What follows belongs to an exercise in optimizing a design on an open flow for small area; a production flow would make more cautious choices. In this exercise RTL edits were held to simulation tests only and were not proved equivalent to the original.

Setup of old:
Design avr_core, start of the top module:
module avr_core (
	input clk,
	input rst,
	output [15:0]pgm_addr,
	input [15:0]pgm_data,
	output [15:0]data_addr,
	output [7:0]data_out,
	output data_write,
	input [7:0]data_in,
	output data_read,
	output [5:0]io_addr,
	output [7:0]io_out,
	output io_write,
	input [7:0]io_in,
	output io_read
	);
clock: 20.0 ns
lec_check: 0
cap_margin: 15
core_margin: 2
core_utilization: 40
gpl_timing_driven: 0
place_density: 0.75
slew_margin: 10
standard.sh (not shown) runs the stock make flow with config.mk's settings and CLKGATE_MAP_FILE= SYNTH_SCRIPT=/design/flow/synth_recipe.tcl, a recipe that flattens the netlist after the stock synthesis.
==> flow/flow/run.sh <==
#!/bin/bash
# Own layout flow: the standard flow (standard.sh) with
#  - synthesis mapped by an area-oriented ABC script (flow/synth_area.tcl),
#  - port buffers of the smallest buffer cell,
#  - clock tree from mid-size clock buffers in larger sink clusters, without
#    dummy loads.
# Each tool's full output goes to the ORFS logs under orfs/logs; make's own
# output goes to flow_make.log in the work folder.
set -euo pipefail
W=$(pwd)
bash "$W/standard.sh" \
  "SYNTH_SCRIPT=$W/flow/synth_area.tcl" \
  "BUFFER_PORTS_ARGS=-buffer_cell sky130_fd_sc_hd__buf_1" \
  "CTS_ARGS=-sink_clustering_enable -repair_clock_nets -dont_use_dummy_load -buf_list sky130_fd_sc_hd__clkbuf_4 -sink_clustering_size 10 -sink_clustering_max_diameter 35" \
  finish > "$W/flow_make.log" 2>&1
==> flow/flow/area.abc <==
&get -n
&st
&dch -f
&nf -R 1000 -F 8 -A 4 -p
&put
==> flow/flow/synth_area.tcl <==
# The standard synthesis (synth_recipe.tcl), with the technology mapping of
# the combinational logic done by an area-oriented ABC script (area.abc beside
# this file) in place of ORFS's delay-oriented one. Everything else, and so
# every register's name and cell type, is as in the standard synthesis.
set area_abc_script [file join [file dirname [file normalize [info script]]] area.abc]
proc synth {args} { yosys synth -nofsm -noshare {*}$args }
proc abc {args} {
  set i [lsearch -exact $args -script]
  if { $i >= 0 } {
    lset args [expr {$i + 1}] $::area_abc_script
  }
  yosys abc {*}$args
}
source $::env(SCRIPTS_DIR)/synth.tcl
# left out here: clear keep_hierarchy, flatten, clean up, hide names made inside functions, write 1_2_yosys.v
Relative to old, the following input files were edited for new:
--- a/flow/flow/run.sh
+++ b/flow/flow/run.sh
@@ -4,6 +4,2 @@
 #  - port buffers of the smallest buffer cell,
-#  - clock tree from mid-size clock buffers in larger sink clusters, without
-#    dummy loads.
-# Each tool's full output goes to the ORFS logs under orfs/logs; make's own
-# output goes to flow_make.log in the work folder.
 set -euo pipefail
Per the comparison of new with old, clock skew stayed essentially flat, flop and latch count out of synthesis stayed essentially flat, number of buffers added on ports stayed essentially flat. new | status: complete | timing, DRC, antenna: pass.

Another version of the RTL of avr_core (not shown whole).
Size: ~2300 cells after synthesis, about 360 flip-flops, about 92 I/O pins, roughly 23000 sq um of cells after synthesis.
Settings: LEC_CHECK=0, CAP_MARGIN=10, CORE_MARGIN=2, CORE_UTILIZATION=40, GPL_TIMING_DRIVEN=0, PLACE_DENSITY=0.85, SLEW_MARGIN=10; clock period 20.0 ns.
==> flow/flow/run.sh <==
#!/bin/bash
# Own layout flow: the standard flow (standard.sh) with
#  - synthesis mapped by an area-oriented ABC script (flow/synth_area.tcl),
#  - port buffers of the smallest buffer cell,
#  - clock tree from mid-size clock buffers in larger sink clusters, without
#    dummy loads.
# Each tool's full output goes to the ORFS logs under orfs/logs; make's own
# output goes to flow_make.log in the work folder.
set -euo pipefail
W=$(pwd)
bash "$W/standard.sh" \
  "SYNTH_SCRIPT=$W/flow/synth_area.tcl" \
  "BUFFER_PORTS_ARGS=-buffer_cell sky130_fd_sc_hd__buf_1" \
  "CTS_ARGS=-sink_clustering_enable -repair_clock_nets -dont_use_dummy_load -buf_list sky130_fd_sc_hd__clkbuf_4 -sink_clustering_size 10 -sink_clustering_max_diameter 35" \
  finish > "$W/flow_make.log" 2>&1
Scripts as last shown in full above: flow/flow/area.abc, flow/flow/synth_area.tcl
The baseline completed without violations.
Rerun with:
CAP_MARGIN = 15   (was 10)
PLACE_DENSITY = 0.75   (was 0.85)
What happened: The changed run passed the timing, design-rule and antenna checks. Non-clock buffer count rose by 15. Design area stays flat. Synthesized cell count stays the same. Clock-buffer cell count fell by 9. Synthesized area does not change. Register-to-register slack gets better by 0.12 ns. Hold slack loses 0.030 ns. Via count decreases by 1.3%. Wire length rose by 5.6%.

## run a
avr_core, a different RTL version from the one above (not shown whole).
Size in the first run: roughly 2300 cells after synthesis, roughly 360 flip-flops, ~92 I/O pins, roughly 23000 um2 of cells after synthesis.
Settings: LEC_CHECK=0, CAP_MARGIN=15, CORE_MARGIN=2, CORE_UTILIZATION=50, GPL_TIMING_DRIVEN=0, PLACE_DENSITY=0.75, SLEW_MARGIN=10; clock period 20.0 ns.
==> flow/flow/run.sh <==
#!/bin/bash
# Own layout flow: the standard flow (standard.sh) with
#  - synthesis mapped by an area-oriented ABC script (flow/synth_area.tcl),
#  - port buffers of the smallest buffer cell,
set -euo pipefail
W=$(pwd)
bash "$W/standard.sh" \
  "SYNTH_SCRIPT=$W/flow/synth_area.tcl" \
  "BUFFER_PORTS_ARGS=-buffer_cell sky130_fd_sc_hd__buf_1" \
  "CTS_ARGS=-sink_clustering_enable -repair_clock_nets -dont_use_dummy_load -buf_list sky130_fd_sc_hd__clkbuf_4 -sink_clustering_size 10 -sink_clustering_max_diameter 35" \
  finish > "$W/flow_make.log" 2>&1
Scripts as last shown in full above: flow/flow/area.abc, flow/flow/synth_area.tcl
Input changes introduced in run b (baseline for comparison: run a):
--- a/flow/config.mk
+++ b/flow/config.mk
@@ -10 +10 @@
-export CORE_UTILIZATION = 50
+export CORE_UTILIZATION = 40
--- outcome ---
Run b did not stop at any stage, and its layout met the timing, design-rule and antenna checks. Of run a and run b, the higher number of placed cells counting well taps belongs to run b. Of run a and run b, the higher total routed wire length on the met1 layer belongs to run b. met3 capacity usage during global routing for run b is lower than for run a.

## static timing again, ports no longer ideal
In the flow no input, the clock included, has a driving cell. The finished layouts below were timed again as built, in two steps.
Step 1: set_driving_cell puts a clkbuf_16 on clk and a buf_2 on each other input, an assumption about the parent block.
Step 2 times the ports against the registers' clock, not the clock port: input delays grow and output delays shrink by t, the midpoint of the rising clock arrivals with the driver on.
a / b / c = ideal / step 1 / step 2; a / b = the first two.
| run | t (ns) | setup WS [ns] | slew at the worst register clock pin (ns) | worst data-port slew with drivers (ns) |
|---|---|---|---|---|
| old | 0.885 | 0.812 / 0.812 / 0.812 | 0.11 / 0.11 | 0.04 |
| new | 0.885 | 0.812 / 0.812 / 0.812 | 0.11 / 0.11 | 0.04 |
| the first run of note 2 | 0.841 | 0.491 / 0.491 / 0.491 | 0.12 / 0.12 | 0.04 |
| the second run of note 2 | 0.869 | 0.609 / 0.609 / 0.609 | 0.11 / 0.11 | 0.04 |
| run a | 0.800 | 0.857 / 0.857 / 0.857 | 0.12 / 0.12 | 0.06 |
| run b | 0.799 | 0.726 / 0.726 / 0.726 | 0.12 / 0.12 | 0.04 |
After both steps setup and hold are still met in every run listed.
